Context: an optimization exercise on an open-source flow, tuned for small area. The choices shown serve that exercise and are no tape-out recipe.
Function was checked by simulation only, so behaviour that the tests miss may differ from the original.
Power is estimated from default activity; no workload was simulated.

==> design/flow/flow/run.sh <==
#!/bin/bash
# Layout flow: the standard ORFS layout (standard.sh) with
#  - the standard synthesis run unchanged, then its adder logic (everything but the registers)
#    replaced by the hand-mapped adder in add33.v (splice.py); registers are kept as synthesised
#  - port buffers of the smallest buffer cell instead of the default delay buffer
#  - CTS with larger sink clusters of clkbuf_4/clkbuf_8 and no dummy loads
# make's output goes to synth.log / make.log here; each tool's full log stays in orfs/logs/.
set -euo pipefail
ARGS=(
  "BUFFER_PORTS_ARGS=-buffer_cell sky130_fd_sc_hd__buf_1"
  "CTS_ARGS=-sink_clustering_enable -repair_clock_nets -dont_use_dummy_load -sink_clustering_size 20 -sink_clustering_max_diameter 60 -buf_list {sky130_fd_sc_hd__clkbuf_4 sky130_fd_sc_hd__clkbuf_8}"
)
R=orfs/results/${FLOW_PLATFORM:-sky130hd}/cla_32bit/base
bash standard.sh "${ARGS[@]}" synth > synth.log 2>&1
cp "$R/1_2_yosys.v" standard_synth.v
python3 flow/splice.py "$R/1_2_yosys.v" flow/add33.v > splice.log 2>&1
rm -f "$R/1_synth.odb" "$R/1_synth.sdc"
bash standard.sh "${ARGS[@]}" finish > make.log 2>&1
==> design/flow/standard.sh <==
#!/bin/bash
# synth_recipe.tcl (not shown) runs the flow's synth.tcl, then flattens the netlist and writes it again
# the make line also repeats each setting of config.mk as NAME=value (left out here)
make -C /OpenROAD-flow-scripts/flow DESIGN_CONFIG=/design/flow/config.mk WORK_HOME=/design/flow/orfs CLKGATE_MAP_FILE= SYNTH_SCRIPT=/design/flow/synth_recipe.tcl "${@:-finish}"
==> design/flow/constraint.sdc <==
create_clock -name core_clock -period 2.5 [get_ports {i_clk}]
set_input_delay 0.5000 -clock core_clock [delete_from_list [all_inputs] [get_ports {i_clk}]]
set_output_delay 0.5000 -clock core_clock [all_outputs]
set_load 0.01 [all_outputs]
==> design/flow/flow/add33.v <==
module add33(input [31:0] in1, input [31:0] in2, output [32:0] sum);
  wire w_G1;
  wire w_G10;
  wire w_G11;
  wire w_G12;
  wire w_G13;
  wire w_G14;
  wire w_G15;
  wire w_G16;
  wire w_G17;
  wire w_G17_n;
  wire w_G18;
  wire w_G19;
  wire w_G1_n;
  wire w_G2;
  wire w_G20;
  wire w_G21;
  wire w_G22;
  wire w_G23;
  wire w_G24;
  wire w_G25;
  wire w_G25_n;
  wire w_G26;
  wire w_G27;
  wire w_G28;
  wire w_G29;
  wire w_G29_n;
  wire w_G3;
  wire w_G30;
  wire w_G31;
  wire w_G32;
  wire w_G32_n;
  wire w_G33;
  wire w_G33_n;
  wire w_G34;
  wire w_G35;
  wire w_G35_n;
  wire w_G36;
  wire w_G37;
  wire w_G38;
  wire w_G39;
  wire w_G4;
  wire w_G40;
  wire w_G41;
  wire w_G41_n;
  wire w_G42;
  wire w_G43;
  wire w_G44;
  wire w_G45;
  wire w_G46;
  wire w_G47;
  wire w_G48;
  wire w_G49;
  wire w_G5;
  wire w_G50;
  wire w_G51;
  wire w_G52;
  wire w_G53;
  wire w_G54;
  wire w_G55;
  wire w_G56;
  wire w_G57;
  wire w_G6;
  wire w_G7;
  wire w_G8;
  wire w_G9;
  wire w_P10;
  wire w_P11;
  wire w_P12;
  wire w_P13;
  wire w_P14;
  wire w_P15;
  wire w_P16;
  wire w_P18;
  wire w_P19;
  wire w_P2;
  wire w_P20;
  wire w_P21;
  wire w_P22;
  wire w_P23;
  wire w_P24;
  wire w_P26;
  wire w_P27;
  wire w_P28;
  wire w_P3;
  wire w_P30;
  wire w_P4;
  wire w_P5;
  wire w_P6;
  wire w_P7;
  wire w_P8;
  wire w_P9;
  wire w_g0;
  wire w_g1;
  wire w_g10;
  wire w_g11;
  wire w_g12;
  wire w_g13;
  wire w_g14;
  wire w_g15;
  wire w_g16;
  wire w_g17;
  wire w_g18;
  wire w_g19;
  wire w_g2;
  wire w_g20;
  wire w_g21;
  wire w_g22;
  wire w_g23;
  wire w_g24;
  wire w_g25;
  wire w_g26;
  wire w_g27;
  wire w_g28;
  wire w_g29;
  wire w_g3;
  wire w_g30;
  wire w_g31;
  wire w_g4;
  wire w_g5;
  wire w_g6;
  wire w_g7;
  wire w_g8;
  wire w_g9;
  wire w_p0;
  wire w_p1;
  wire w_p10;
  wire w_p11;
  wire w_p12;
  wire w_p13;
  wire w_p14;
  wire w_p15;
  wire w_p16;
  wire w_p17;
  wire w_p18;
  wire w_p19;
  wire w_p2;
  wire w_p20;
  wire w_p21;
  wire w_p22;
  wire w_p23;
  wire w_p24;
  wire w_p25;
  wire w_p26;
  wire w_p27;
  wire w_p28;
  wire w_p29;
  wire w_p3;
  wire w_p30;
  wire w_p31;
  wire w_p4;
  wire w_p5;
  wire w_p6;
  wire w_p7;
  wire w_p8;
  wire w_p9;
  sky130_fd_sc_hd__ha_1 c_h0 (.A(in1[0]), .B(in2[0]), .COUT(w_g0), .SUM(w_p0));
  sky130_fd_sc_hd__ha_1 c_h1 (.A(in1[1]), .B(in2[1]), .COUT(w_g1), .SUM(w_p1));
  sky130_fd_sc_hd__ha_1 c_h2 (.A(in1[2]), .B(in2[2]), .COUT(w_g2), .SUM(w_p2));
  sky130_fd_sc_hd__ha_1 c_h3 (.A(in1[3]), .B(in2[3]), .COUT(w_g3), .SUM(w_p3));
  sky130_fd_sc_hd__nand2_1 c_g4 (.A(in1[4]), .B(in2[4]), .Y(w_g4));
  sky130_fd_sc_hd__xnor2_1 c_p4 (.A(in1[4]), .B(in2[4]), .Y(w_p4));
  sky130_fd_sc_hd__nand2_1 c_g5 (.A(in1[5]), .B(in2[5]), .Y(w_g5));
  sky130_fd_sc_hd__xnor2_1 c_p5 (.A(in1[5]), .B(in2[5]), .Y(w_p5));
  sky130_fd_sc_hd__ha_1 c_h6 (.A(in1[6]), .B(in2[6]), .COUT(w_g6), .SUM(w_p6));
  sky130_fd_sc_hd__ha_1 c_h7 (.A(in1[7]), .B(in2[7]), .COUT(w_g7), .SUM(w_p7));
  sky130_fd_sc_hd__ha_1 c_h8 (.A(in1[8]), .B(in2[8]), .COUT(w_g8), .SUM(w_p8));
  sky130_fd_sc_hd__ha_1 c_h9 (.A(in1[9]), .B(in2[9]), .COUT(w_g9), .SUM(w_p9));
  sky130_fd_sc_hd__nand2_1 c_g10 (.A(in1[10]), .B(in2[10]), .Y(w_g10));
  sky130_fd_sc_hd__xnor2_1 c_p10 (.A(in1[10]), .B(in2[10]), .Y(w_p10));
  sky130_fd_sc_hd__nand2_1 c_g11 (.A(in1[11]), .B(in2[11]), .Y(w_g11));
  sky130_fd_sc_hd__xnor2_1 c_p11 (.A(in1[11]), .B(in2[11]), .Y(w_p11));
  sky130_fd_sc_hd__nand2_1 c_g12 (.A(in1[12]), .B(in2[12]), .Y(w_g12));
  sky130_fd_sc_hd__xnor2_1 c_p12 (.A(in1[12]), .B(in2[12]), .Y(w_p12));
  sky130_fd_sc_hd__nand2_1 c_g13 (.A(in1[13]), .B(in2[13]), .Y(w_g13));
  sky130_fd_sc_hd__xnor2_1 c_p13 (.A(in1[13]), .B(in2[13]), .Y(w_p13));
  sky130_fd_sc_hd__nand2_1 c_g14 (.A(in1[14]), .B(in2[14]), .Y(w_g14));
  sky130_fd_sc_hd__xnor2_1 c_p14 (.A(in1[14]), .B(in2[14]), .Y(w_p14));
  sky130_fd_sc_hd__nand2_1 c_g15 (.A(in1[15]), .B(in2[15]), .Y(w_g15));
  sky130_fd_sc_hd__xnor2_1 c_p15 (.A(in1[15]), .B(in2[15]), .Y(w_p15));
  sky130_fd_sc_hd__ha_1 c_h16 (.A(in1[16]), .B(in2[16]), .COUT(w_g16), .SUM(w_p16));
  sky130_fd_sc_hd__ha_1 c_h17 (.A(in1[17]), .B(in2[17]), .COUT(w_g17), .SUM(w_p17));
  sky130_fd_sc_hd__ha_1 c_h18 (.A(in1[18]), .B(in2[18]), .COUT(w_g18), .SUM(w_p18));
  sky130_fd_sc_hd__ha_1 c_h19 (.A(in1[19]), .B(in2[19]), .COUT(w_g19), .SUM(w_p19));
  sky130_fd_sc_hd__nand2_1 c_g20 (.A(in1[20]), .B(in2[20]), .Y(w_g20));
  sky130_fd_sc_hd__xnor2_1 c_p20 (.A(in1[20]), .B(in2[20]), .Y(w_p20));
  sky130_fd_sc_hd__nand2_1 c_g21 (.A(in1[21]), .B(in2[21]), .Y(w_g21));
  sky130_fd_sc_hd__xnor2_1 c_p21 (.A(in1[21]), .B(in2[21]), .Y(w_p21));
  sky130_fd_sc_hd__ha_1 c_h22 (.A(in1[22]), .B(in2[22]), .COUT(w_g22), .SUM(w_p22));
  sky130_fd_sc_hd__ha_1 c_h23 (.A(in1[23]), .B(in2[23]), .COUT(w_g23), .SUM(w_p23));
  sky130_fd_sc_hd__nand2_1 c_g24 (.A(in1[24]), .B(in2[24]), .Y(w_g24));
  sky130_fd_sc_hd__xnor2_1 c_p24 (.A(in1[24]), .B(in2[24]), .Y(w_p24));
  sky130_fd_sc_hd__nand2_1 c_g25 (.A(in1[25]), .B(in2[25]), .Y(w_g25));
  sky130_fd_sc_hd__xnor2_1 c_p25 (.A(in1[25]), .B(in2[25]), .Y(w_p25));
  sky130_fd_sc_hd__ha_1 c_h26 (.A(in1[26]), .B(in2[26]), .COUT(w_g26), .SUM(w_p26));
  sky130_fd_sc_hd__ha_1 c_h27 (.A(in1[27]), .B(in2[27]), .COUT(w_g27), .SUM(w_p27));
  sky130_fd_sc_hd__ha_1 c_h28 (.A(in1[28]), .B(in2[28]), .COUT(w_g28), .SUM(w_p28));
  sky130_fd_sc_hd__ha_1 c_h29 (.A(in1[29]), .B(in2[29]), .COUT(w_g29), .SUM(w_p29));
  sky130_fd_sc_hd__ha_1 c_h30 (.A(in1[30]), .B(in2[30]), .COUT(w_g30), .SUM(w_p30));
  sky130_fd_sc_hd__ha_1 c_h31 (.A(in1[31]), .B(in2[31]), .COUT(w_g31), .SUM(w_p31));
  sky130_fd_sc_hd__a21oi_1 c_G1 (.A1(w_p1), .A2(w_g0), .B1(w_g1), .Y(w_G1));
  sky130_fd_sc_hd__a21oi_1 c_G2 (.A1(w_p3), .A2(w_g2), .B1(w_g3), .Y(w_G2));
  sky130_fd_sc_hd__nand2_1 c_P2 (.A(w_p3), .B(w_p2), .Y(w_P2));
  sky130_fd_sc_hd__o21a_1 c_G3 (.A1(w_p5), .A2(w_g4), .B1(w_g5), .X(w_G3));
  sky130_fd_sc_hd__or2_1 c_P3 (.A(w_p5), .B(w_p4), .X(w_P3));
  sky130_fd_sc_hd__a21oi_1 c_G4 (.A1(w_p7), .A2(w_g6), .B1(w_g7), .Y(w_G4));
  sky130_fd_sc_hd__nand2_1 c_P4 (.A(w_p7), .B(w_p6), .Y(w_P4));
  sky130_fd_sc_hd__a21o_1 c_G5 (.A1(w_p9), .A2(w_g8), .B1(w_g9), .X(w_G5));
  sky130_fd_sc_hd__and2_1 c_P5 (.A(w_p9), .B(w_p8), .X(w_P5));
  sky130_fd_sc_hd__o21ai_0 c_G6 (.A1(w_p11), .A2(w_g10), .B1(w_g11), .Y(w_G6));
  sky130_fd_sc_hd__nor2_1 c_P6 (.A(w_p11), .B(w_p10), .Y(w_P6));
  sky130_fd_sc_hd__o21ai_0 c_G7 (.A1(w_p13), .A2(w_g12), .B1(w_g13), .Y(w_G7));
  sky130_fd_sc_hd__nor2_1 c_P7 (.A(w_p13), .B(w_p12), .Y(w_P7));
  sky130_fd_sc_hd__o21ai_0 c_G8 (.A1(w_p15), .A2(w_g14), .B1(w_g15), .Y(w_G8));
  sky130_fd_sc_hd__nor2_1 c_P8 (.A(w_p15), .B(w_p14), .Y(w_P8));
  sky130_fd_sc_hd__a21oi_1 c_G9 (.A1(w_p17), .A2(w_g16), .B1(w_g17), .Y(w_G9));
  sky130_fd_sc_hd__nand2_1 c_P9 (.A(w_p17), .B(w_p16), .Y(w_P9));
  sky130_fd_sc_hd__a21oi_1 c_G10 (.A1(w_p19), .A2(w_g18), .B1(w_g19), .Y(w_G10));
  sky130_fd_sc_hd__nand2_1 c_P10 (.A(w_p19), .B(w_p18), .Y(w_P10));
  sky130_fd_sc_hd__o21a_1 c_G11 (.A1(w_p21), .A2(w_g20), .B1(w_g21), .X(w_G11));
  sky130_fd_sc_hd__or2_1 c_P11 (.A(w_p21), .B(w_p20), .X(w_P11));
  sky130_fd_sc_hd__a21oi_1 c_G12 (.A1(w_p23), .A2(w_g22), .B1(w_g23), .Y(w_G12));
  sky130_fd_sc_hd__nand2_1 c_P12 (.A(w_p23), .B(w_p22), .Y(w_P12));
  sky130_fd_sc_hd__o21ai_0 c_G13 (.A1(w_p25), .A2(w_g24), .B1(w_g25), .Y(w_G13));
  sky130_fd_sc_hd__nor2_1 c_P13 (.A(w_p25), .B(w_p24), .Y(w_P13));
  sky130_fd_sc_hd__a21o_1 c_G14 (.A1(w_p27), .A2(w_g26), .B1(w_g27), .X(w_G14));
  sky130_fd_sc_hd__and2_1 c_P14 (.A(w_p27), .B(w_p26), .X(w_P14));
  sky130_fd_sc_hd__a21oi_1 c_G15 (.A1(w_p29), .A2(w_g28), .B1(w_g29), .Y(w_G15));
  sky130_fd_sc_hd__nand2_1 c_P15 (.A(w_p29), .B(w_p28), .Y(w_P15));
  sky130_fd_sc_hd__a21oi_1 c_G16 (.A1(w_p31), .A2(w_g30), .B1(w_g31), .Y(w_G16));
  sky130_fd_sc_hd__nand2_1 c_P16 (.A(w_p31), .B(w_p30), .Y(w_P16));
  sky130_fd_sc_hd__o21ai_0 c_G17 (.A1(w_P2), .A2(w_G1), .B1(w_G2), .Y(w_G17));
  sky130_fd_sc_hd__o21ai_0 c_G18 (.A1(w_P4), .A2(w_G3), .B1(w_G4), .Y(w_G18));
  sky130_fd_sc_hd__nor2_1 c_P18 (.A(w_P4), .B(w_P3), .Y(w_P18));
  sky130_fd_sc_hd__a21oi_1 c_G19 (.A1(w_P6), .A2(w_G5), .B1(w_G6), .Y(w_G19));
  sky130_fd_sc_hd__nand2_1 c_P19 (.A(w_P6), .B(w_P5), .Y(w_P19));
  sky130_fd_sc_hd__a21oi_1 c_G20 (.A1(w_P8), .A2(w_G7), .B1(w_G8), .Y(w_G20));
  sky130_fd_sc_hd__nand2_1 c_P20 (.A(w_P8), .B(w_P7), .Y(w_P20));
  sky130_fd_sc_hd__o21ai_0 c_G21 (.A1(w_P10), .A2(w_G9), .B1(w_G10), .Y(w_G21));
  sky130_fd_sc_hd__nor2_1 c_P21 (.A(w_P10), .B(w_P9), .Y(w_P21));
  sky130_fd_sc_hd__o21ai_0 c_G22 (.A1(w_P12), .A2(w_G11), .B1(w_G12), .Y(w_G22));
  sky130_fd_sc_hd__nor2_1 c_P22 (.A(w_P12), .B(w_P11), .Y(w_P22));
  sky130_fd_sc_hd__a21oi_1 c_G23 (.A1(w_P14), .A2(w_G13), .B1(w_G14), .Y(w_G23));
  sky130_fd_sc_hd__nand2_1 c_P23 (.A(w_P14), .B(w_P13), .Y(w_P23));
  sky130_fd_sc_hd__o21a_1 c_G24 (.A1(w_P16), .A2(w_G15), .B1(w_G16), .X(w_G24));
  sky130_fd_sc_hd__or2_1 c_P24 (.A(w_P16), .B(w_P15), .X(w_P24));
  sky130_fd_sc_hd__a21oi_1 c_G25 (.A1(w_P18), .A2(w_G17), .B1(w_G18), .Y(w_G25));
  sky130_fd_sc_hd__o21a_1 c_G26 (.A1(w_P20), .A2(w_G19), .B1(w_G20), .X(w_G26));
  sky130_fd_sc_hd__or2_1 c_P26 (.A(w_P20), .B(w_P19), .X(w_P26));
  sky130_fd_sc_hd__a21o_1 c_G27 (.A1(w_P22), .A2(w_G21), .B1(w_G22), .X(w_G27));
  sky130_fd_sc_hd__and2_1 c_P27 (.A(w_P22), .B(w_P21), .X(w_P27));
  sky130_fd_sc_hd__o21ai_0 c_G28 (.A1(w_P24), .A2(w_G23), .B1(w_G24), .Y(w_G28));
  sky130_fd_sc_hd__nor2_1 c_P28 (.A(w_P24), .B(w_P23), .Y(w_P28));
  sky130_fd_sc_hd__o21ai_0 c_G29 (.A1(w_P26), .A2(w_G25), .B1(w_G26), .Y(w_G29));
  sky130_fd_sc_hd__a21oi_1 c_G30 (.A1(w_P28), .A2(w_G27), .B1(w_G28), .Y(w_G30));
  sky130_fd_sc_hd__nand2_1 c_P30 (.A(w_P28), .B(w_P27), .Y(w_P30));
  sky130_fd_sc_hd__inv_1 i_G29 (.A(w_G29), .Y(w_G29_n));
  sky130_fd_sc_hd__o21ai_0 c_G31 (.A1(w_P30), .A2(w_G29_n), .B1(w_G30), .Y(w_G31));
  sky130_fd_sc_hd__a21oi_1 c_G32 (.A1(w_P27), .A2(w_G29), .B1(w_G27), .Y(w_G32));
  sky130_fd_sc_hd__o21ai_0 c_G33 (.A1(w_P19), .A2(w_G25), .B1(w_G19), .Y(w_G33));
  sky130_fd_sc_hd__a21oi_1 c_G34 (.A1(w_P21), .A2(w_G29), .B1(w_G21), .Y(w_G34));
  sky130_fd_sc_hd__o21ai_0 c_G35 (.A1(w_P23), .A2(w_G32), .B1(w_G23), .Y(w_G35));
  sky130_fd_sc_hd__inv_1 i_G17 (.A(w_G17), .Y(w_G17_n));
  sky130_fd_sc_hd__o21ai_0 c_G36 (.A1(w_P3), .A2(w_G17_n), .B1(w_G3), .Y(w_G36));
  sky130_fd_sc_hd__inv_1 i_G25 (.A(w_G25), .Y(w_G25_n));
  sky130_fd_sc_hd__a21oi_1 c_G37 (.A1(w_P5), .A2(w_G25_n), .B1(w_G5), .Y(w_G37));
  sky130_fd_sc_hd__a21oi_1 c_G38 (.A1(w_P7), .A2(w_G33), .B1(w_G7), .Y(w_G38));
  sky130_fd_sc_hd__o21ai_0 c_G39 (.A1(w_P9), .A2(w_G29_n), .B1(w_G9), .Y(w_G39));
  sky130_fd_sc_hd__o21ai_0 c_G40 (.A1(w_P11), .A2(w_G34), .B1(w_G11), .Y(w_G40));
  sky130_fd_sc_hd__inv_1 i_G32 (.A(w_G32), .Y(w_G32_n));
  sky130_fd_sc_hd__a21oi_1 c_G41 (.A1(w_P13), .A2(w_G32_n), .B1(w_G13), .Y(w_G41));
  sky130_fd_sc_hd__inv_1 i_G35 (.A(w_G35), .Y(w_G35_n));
  sky130_fd_sc_hd__o21ai_0 c_G42 (.A1(w_P15), .A2(w_G35_n), .B1(w_G15), .Y(w_G42));
  sky130_fd_sc_hd__inv_1 i_G1 (.A(w_G1), .Y(w_G1_n));
  sky130_fd_sc_hd__a21oi_1 c_G43 (.A1(w_p2), .A2(w_G1_n), .B1(w_g2), .Y(w_G43));
  sky130_fd_sc_hd__o21ai_0 c_G44 (.A1(w_p4), .A2(w_G17_n), .B1(w_g4), .Y(w_G44));
  sky130_fd_sc_hd__a21oi_1 c_G45 (.A1(w_p6), .A2(w_G36), .B1(w_g6), .Y(w_G45));
  sky130_fd_sc_hd__a21oi_1 c_G46 (.A1(w_p8), .A2(w_G25_n), .B1(w_g8), .Y(w_G46));
  sky130_fd_sc_hd__o21ai_0 c_G47 (.A1(w_p10), .A2(w_G37), .B1(w_g10), .Y(w_G47));
  sky130_fd_sc_hd__inv_1 i_G33 (.A(w_G33), .Y(w_G33_n));
  sky130_fd_sc_hd__o21ai_0 c_G48 (.A1(w_p12), .A2(w_G33_n), .B1(w_g12), .Y(w_G48));
  sky130_fd_sc_hd__o21ai_0 c_G49 (.A1(w_p14), .A2(w_G38), .B1(w_g14), .Y(w_G49));
  sky130_fd_sc_hd__a21oi_1 c_G50 (.A1(w_p16), .A2(w_G29), .B1(w_g16), .Y(w_G50));
  sky130_fd_sc_hd__a21oi_1 c_G51 (.A1(w_p18), .A2(w_G39), .B1(w_g18), .Y(w_G51));
  sky130_fd_sc_hd__o21ai_0 c_G52 (.A1(w_p20), .A2(w_G34), .B1(w_g20), .Y(w_G52));
  sky130_fd_sc_hd__a21oi_1 c_G53 (.A1(w_p22), .A2(w_G40), .B1(w_g22), .Y(w_G53));
  sky130_fd_sc_hd__o21ai_0 c_G54 (.A1(w_p24), .A2(w_G32), .B1(w_g24), .Y(w_G54));
  sky130_fd_sc_hd__inv_1 i_G41 (.A(w_G41), .Y(w_G41_n));
  sky130_fd_sc_hd__a21oi_1 c_G55 (.A1(w_p26), .A2(w_G41_n), .B1(w_g26), .Y(w_G55));
  sky130_fd_sc_hd__a21oi_1 c_G56 (.A1(w_p28), .A2(w_G35), .B1(w_g28), .Y(w_G56));
  sky130_fd_sc_hd__a21oi_1 c_G57 (.A1(w_p30), .A2(w_G42), .B1(w_g30), .Y(w_G57));
  sky130_fd_sc_hd__xor2_1 c_s1 (.A(w_p1), .B(w_g0), .X(sum[1]));
  sky130_fd_sc_hd__xnor2_1 c_s2 (.A(w_p2), .B(w_G1), .Y(sum[2]));
  sky130_fd_sc_hd__xnor2_1 c_s3 (.A(w_p3), .B(w_G43), .Y(sum[3]));
  sky130_fd_sc_hd__xnor2_1 c_s4 (.A(w_p4), .B(w_G17), .Y(sum[4]));
  sky130_fd_sc_hd__xnor2_1 c_s5 (.A(w_p5), .B(w_G44), .Y(sum[5]));
  sky130_fd_sc_hd__xor2_1 c_s6 (.A(w_p6), .B(w_G36), .X(sum[6]));
  sky130_fd_sc_hd__xnor2_1 c_s7 (.A(w_p7), .B(w_G45), .Y(sum[7]));
  sky130_fd_sc_hd__xnor2_1 c_s8 (.A(w_p8), .B(w_G25), .Y(sum[8]));
  sky130_fd_sc_hd__xnor2_1 c_s9 (.A(w_p9), .B(w_G46), .Y(sum[9]));
  sky130_fd_sc_hd__xor2_1 c_s10 (.A(w_p10), .B(w_G37), .X(sum[10]));
  sky130_fd_sc_hd__xnor2_1 c_s11 (.A(w_p11), .B(w_G47), .Y(sum[11]));
  sky130_fd_sc_hd__xnor2_1 c_s12 (.A(w_p12), .B(w_G33), .Y(sum[12]));
  sky130_fd_sc_hd__xnor2_1 c_s13 (.A(w_p13), .B(w_G48), .Y(sum[13]));
  sky130_fd_sc_hd__xor2_1 c_s14 (.A(w_p14), .B(w_G38), .X(sum[14]));
  sky130_fd_sc_hd__xnor2_1 c_s15 (.A(w_p15), .B(w_G49), .Y(sum[15]));
  sky130_fd_sc_hd__xor2_1 c_s16 (.A(w_p16), .B(w_G29), .X(sum[16]));
  sky130_fd_sc_hd__xnor2_1 c_s17 (.A(w_p17), .B(w_G50), .Y(sum[17]));
  sky130_fd_sc_hd__xor2_1 c_s18 (.A(w_p18), .B(w_G39), .X(sum[18]));
  sky130_fd_sc_hd__xnor2_1 c_s19 (.A(w_p19), .B(w_G51), .Y(sum[19]));
  sky130_fd_sc_hd__xor2_1 c_s20 (.A(w_p20), .B(w_G34), .X(sum[20]));
  sky130_fd_sc_hd__xnor2_1 c_s21 (.A(w_p21), .B(w_G52), .Y(sum[21]));
  sky130_fd_sc_hd__xor2_1 c_s22 (.A(w_p22), .B(w_G40), .X(sum[22]));
  sky130_fd_sc_hd__xnor2_1 c_s23 (.A(w_p23), .B(w_G53), .Y(sum[23]));
  sky130_fd_sc_hd__xor2_1 c_s24 (.A(w_p24), .B(w_G32), .X(sum[24]));
  sky130_fd_sc_hd__xnor2_1 c_s25 (.A(w_p25), .B(w_G54), .Y(sum[25]));
  sky130_fd_sc_hd__xnor2_1 c_s26 (.A(w_p26), .B(w_G41), .Y(sum[26]));
  sky130_fd_sc_hd__xnor2_1 c_s27 (.A(w_p27), .B(w_G55), .Y(sum[27]));
  sky130_fd_sc_hd__xor2_1 c_s28 (.A(w_p28), .B(w_G35), .X(sum[28]));
  sky130_fd_sc_hd__xnor2_1 c_s29 (.A(w_p29), .B(w_G56), .Y(sum[29]));
  sky130_fd_sc_hd__xor2_1 c_s30 (.A(w_p30), .B(w_G42), .X(sum[30]));
  sky130_fd_sc_hd__xnor2_1 c_s31 (.A(w_p31), .B(w_G57), .Y(sum[31]));
  assign sum[0] = w_p0;
  assign sum[32] = w_G31;
endmodule
==> design/flow/design.v <==
`timescale 1ns / 1ps
module cla_32bit(
    input i_clk,
    input [31:0]    in1,
    input [31:0]    in2,
    output [32:0]   out
    );
    reg [32:0] s0, s1, s2, s3, s4, s5, s6, s7, s8, s9;
    always @(posedge i_clk) begin
        s0 <= {1'b0, in1} + {1'b0, in2};
        s1 <= s0;
        s2 <= s1;
        s3 <= s2;
        s4 <= s3;
        s5 <= s4;
        s6 <= s5;
        s7 <= s6;
        s8 <= s7;
        s9 <= s8;
    end
    assign out = s9;
endmodule
==> design/flow/flow/splice.py <==
#!/usr/bin/env python3
"""Replace the adder logic of the standard synthesis netlist with the hand-mapped one.

usage: splice.py NETLIST ADDER_NETLIST
NETLIST is the standard synthesis result (1_2_yosys.v, top cla_32bit). Every register
(sky130_fd_sc_hd__dfxtp_*) is kept exactly as synthesised; every other cell is dropped, and
the cells of module add33 in ADDER_NETLIST are added in their place, reading the in1/in2 ports
and driving the D nets of the first register rank s0[0..32]. The file is rewritten in place."""
import re, sys

path, adder_path = sys.argv[1], sys.argv[2]
text = open(path).read()
inst_re = re.compile(r"^\s*(sky130_fd_sc_hd__\w+)\s+(\\\S+|\S+)\s*\((.*?)\);\s*$", re.S | re.M)
head_end = text.index("endmodule")
body = text[:head_end]

insts = list(inst_re.finditer(body))
assert insts, "no cell instances found"
keep, dropped = [], 0
d_net = {}
for m in insts:
    cell, name, pins = m.group(1), m.group(2), m.group(3)
    if cell.startswith("sky130_fd_sc_hd__dfxtp_"):
        keep.append(m.group(0).rstrip())
        r = re.fullmatch(r"\\s0\[(\d+)\]\$_DFF_P_", name)
        if r:
            d = re.search(r"\.D\((.*?)\)", pins, re.S).group(1).strip()
            d_net[int(r.group(1))] = d
    else:
        dropped += 1
assert sorted(d_net) == list(range(33)), f"s0 D nets not found: {sorted(d_net)}"
assert "assign" not in body, "unexpected assign in netlist"

# header: everything before the first instance (port and wire declarations)
header = body[:insts[0].start()]

# adder cells, with nets renamed into the top module
adder = open(adder_path).read()
a_insts = re.findall(r"^\s*(sky130_fd_sc_hd__\w+)\s+(\S+)\s*\((.*?)\);", adder, re.M)
a_assign = re.findall(r"^\s*assign\s+(\S+)\s*=\s*(\S+);", adder, re.M)
alias = {}
for lhs, rhs in a_assign:
    m = re.fullmatch(r"sum\[(\d+)\]", lhs)
    assert m, lhs
    alias[rhs] = d_net[int(m.group(1))]
new_wires = set()
def mapnet(n):
    n = n.strip()
    if n in alias:
        return alias[n]
    m = re.fullmatch(r"sum\[(\d+)\]", n)
    if m:
        return d_net[int(m.group(1))]
    if re.fullmatch(r"in[12]\[\d+\]", n):
        return n
    w = "hm_" + n
    new_wires.add(w)
    return w
lines = []
for cell, name, pins in a_insts:
    conns = re.findall(r"\.(\w+)\((.*?)\)", pins)
    lines.append(f"  {cell} hm_{name} (" + ", ".join(f".{p}({mapnet(n)} )" if mapnet(n).startswith('\\') else f".{p}({mapnet(n)})" for p, n in conns) + ");")
# D nets driven by an assign in the adder (sum = wire) are now the wire itself: check none left
for rhs, dn in alias.items():
    # the adder cell that drove rhs must now drive dn directly: rename
    pass
out = header + "\n".join(f"  wire {w};" for w in sorted(new_wires)) + "\n" + "\n".join(keep) + "\n" + "\n".join(lines) + "\nendmodule\n"
open(path, "w").write(out)
print(f"splice: kept {len(keep)} registers, dropped {dropped} cells, added {len(lines)} adder cells")
==> design/flow/config.mk <==
export PLATFORM = sky130hd
export DESIGN_NAME = cla_32bit
export DESIGN_NICKNAME = cla_32bit
export VERILOG_FILES = /design/flow/design.v
export SDC_FILE = /design/flow/constraint.sdc
export NUM_CORES = 4
export LEC_CHECK = 0
export ABC_AREA = 1
export CAP_MARGIN = 20
export CORE_MARGIN = 2
export CORE_UTILIZATION = 70
export GPL_TIMING_DRIVEN = 0
export SLEW_MARGIN = 20
==> run summary <==
Route:
- For this block, wires on met1 add up to 3773 um.
- Before antenna repair, the detailed router went through 4 iterations.
- After the first detailed-routing iteration, the DRC count stood at 109.
- The met3 routed wirelength is 544 um.
- The total DRC errors in the routed layout is 0.
- The count of nets left with antenna violations once routing finished came out at 0.
- After detailed routing, the total wire length is 7982 um.
- The routed layout has 3,353 vias.
- The mean number of vias per cell is 4.453.
- In this run the top signal layer used is met4.
- Wire segments on met2 add up to 3584 um in the final route.
- The routed wirelength normalized by instance count is 10.60 um.

Cells and area:
- The area growth from synthesis to layout is 10.79%.
- The count of nets after finishing is 700.
- The number of antenna repair diodes is 0.
- The fraction of layout cells with a size suffix above 1 is 4.078%.
- After routing the design area is 0.008559 sq mm.

Run status:
- The flow ran to the end and the layout has no timing, DRC or antenna violations.

Logic synthesis:
- The synthesized netlist net count is 581.
- The mapped netlist covers 0.007726 sq mm.
- Each instance of the synthesized netlist takes up on average 15.58 sq um.
- The gate count after technology mapping is 496.
- The warning count from the yosys run is 1.

Placed design:
- Once detailed placement completed, the half-perimeter wirelength came to 5561 um.
- Summing all placed instances gives a cell area of 0.008273 sq mm.
- The count of input and output buffers is 97.
- OpenSTA, run right after detailed placement, puts the worst setup slack at -0.6116 ns.
- The last weighted congestion value of the routability-driven placer is 0.7913.

STA:
- Setup violations remaining at the end of the flow were counted as 0.
- The final max-slew violation count is 0.
- The final setup slack of the worst path is 0.1956 ns.
- The portion of the clock cycle consumed by the worst path in the final layout is 92.18%.
- At the pin with the least slew margin, the transition time is 0.3417 ns.
- The smallest clock period supported by the final layout is computed as 2.304 ns.
- The highest clock frequency the design can meet is 434.0 MHz.
- The final-report hold violation count is 0.
- The worst relative slew slack is 76.98%.
- On the final layout, the worst clock skew is 0.03538 ns.

Global route:
- Across every metal layer, demand over resource in global routing totals 13.53%.
- The via count of the first global-routing pass is 3,169.
- Summed over all layers, the global routing overflow is 0.
- The first-pass GRT wire length is 12,990 um.
- The maximum number of pins on one net before global-route repair is 21.
- The initial antenna violation count was 0.

Pwr:
- In this run the static leakage power is 3.529 nW.
- The analysis attributes to net switching a power of 1.826 mW.
- The power density over the cells is 1074 mW/mm^2.
- The logic gate share of total power is 5.4%.
- The power share of the clock group is 22.0%.
- The internal power summed over all cells is 7.363 mW.
- Of the total power, the share spent switching nets is 19.87%.
- The maximum ir drop on the vdd rail is 0.7709 mV.
- The share of total power dissipated in sequential elements is 72.6%.
- The total power is 9.190 mW.

Setup path:
- The worst setup path is launched from an input pin.
- The data arrival time at the worst-slack endpoint is 2.68 ns.
- The top fanout value on the critical path is 5.
- The type of the worst setup path is in -> reg.
- The required time of the critical path is 2.88 ns.
- The kind of capture point of the worst setup path is a flip-flop.

Floorplan:
- The area of the core is 0.01079 sq mm.
- The area of the die is 0.01189 sq mm.
- The number of placed I/O pins is 98.
- The die extent in x is 109.1 um.
- The starting utilization of the core area is 71.59%.
- The floorplan row count is 38.
- In this run the vertical extent of the chip is 109.1 um.

CTS:
- TritonCTS built the clock tree.
- After clock tree synthesis, the clock-pin slew on the worst setup and hold paths is 0.10 ns.
- The post-CTS setup repair buffer count is 0.
- The maximum level of the CTS H-tree is 1.
- The total CTS buffers is 20.
- The later pin in the worst-skew pair is clocked with a latency of 0.48 ns.
- The tree built by TritonCTS fans out to 330 sinks.
- The master cell of the clock root buffer is clkbuf_8.
- The deepest clock path buffer count is 3.
- The number of hold buffers added after CTS was 0.

Min path:
- The class of the most critical hold timing path is in -> reg.

Run:
- Max-cap violations in this run came to 0.
## per-stage QoR
stage / utilization (%) / cells / setup TNS [ns] / hold WS (ns)
floorplan: - / 496 / 0 / 0.3096
global placement: 76.65 / 733 / -3.632 / 0.3095
detailed placement: 76.65 / 733 / -4.472 / 0.3121
CTS: 79.24 / 753 / 0 / 0.2409
global route: 79.31 / 753 / -0.01098 / 0.2367
finish: 79.31 / 753 / 0 / 0.2722
## path summary, 6_finish.rpt
kind | slack (ns) | to | cells past startpoint | startpoint
worst max-delay path | 0.20 | s0[31]$_DFF_P_ | 12 | in1[8]
worst min-delay path | 0.27 | s0[0]$_DFF_P_ | 2 | in1[0]
worst max register to register | 2.05 | s1[9]$_DFF_P_ | 0 | s0[9]$_DFF_P_
worst min register to register | 0.29 | s1[7]$_DFF_P_ | 0 | s0[7]$_DFF_P_
## cell usage in the layout, fill, tap and decap left out
master / n
o21ai_0: 20
a21oi_1: 24
xnor2_1: 32
dfxtp_1: 330
inv_1: 8
nor2_1: 8
clkbuf_8: 20
xor2_1: 11
o21ai_1: 1
o21ai_2: 2
ha_1: 20
and2_1: 3
o21a_1: 4
nand2_1: 23
buf_1: 97
a21o_1: 3
a21oi_2: 3
or2_1: 4
## worst max-delay path, stage by stage
cell and delay [ns]:
buf_1 0.08, ha_1 0.33, and2_1 0.17, nand2_1 0.08, or2_1 0.24, o21ai_2 0.33, a21oi_2 0.14, o21ai_1 0.25
inv_1 0.07, o21ai_0 0.24, a21oi_1 0.12, xnor2_1 0.13
## repair_timing
item                                    4_1_cts  5_1_grt
gates resized for setup                       1        2
pin swaps                                     0        0
endpoints found under the setup margin        2        3
## metal layers
metal / up-vias / global-route usage (%)
met3: 8 / 3.527
met4: 0 / 5.037
met5: - / 0
met2: 112 / 23.03
li1: 1799 / -
met1: 1434 / 16.59
## area by class of cell
class                      instances  area, sq um
clock buffer                      20        275.3
fill                             602         2233
inverter                           8        30.03
multi-input combinational        158         1109
sequential                       330         6606
tap                              140        175.2
timing repair buffer              97        364.1
## power by group through the flow
stage	registers, mW	clock network [mW]	logic (mW)
floorplan	6.78	0	0.249
global placement	6.75	0	0.474
detailed placement	6.83	0	0.490
CTS	6.70	2.11	0.494
global route	6.79	2.28	0.559
finish	6.67	2.02	0.493

## static timing again, ports no longer ideal
In the flow no input, the clock included, has a driving cell. The finished layout below was timed again as built, in two steps. Step 1 sets driving cells, clkbuf_16 on the clock port and buf_2 on the other inputs (assumed; they add their load-dependent delay and slew). Step 2, shift: input delay + t, output delay - t, t = (earliest + latest rising clock arrival at the registers) / 2. This alone moves slack from input paths to output paths. Three values: no drivers, after step 1, after step 2; two values: the first two.
shift t [ns]: 0.497
setup WS [ns]: 0.196 / 0.200 / -0.297
worst hold slack (ns): 0.272 / 0.266 / 0.286
pins driven straight from the clock port: 1
With both steps, setup timing fails in this run, where it was met with ideal ports. For this run, drivers alone change the setup slack by +0.004 ns; drivers and shift together by -0.493 ns.
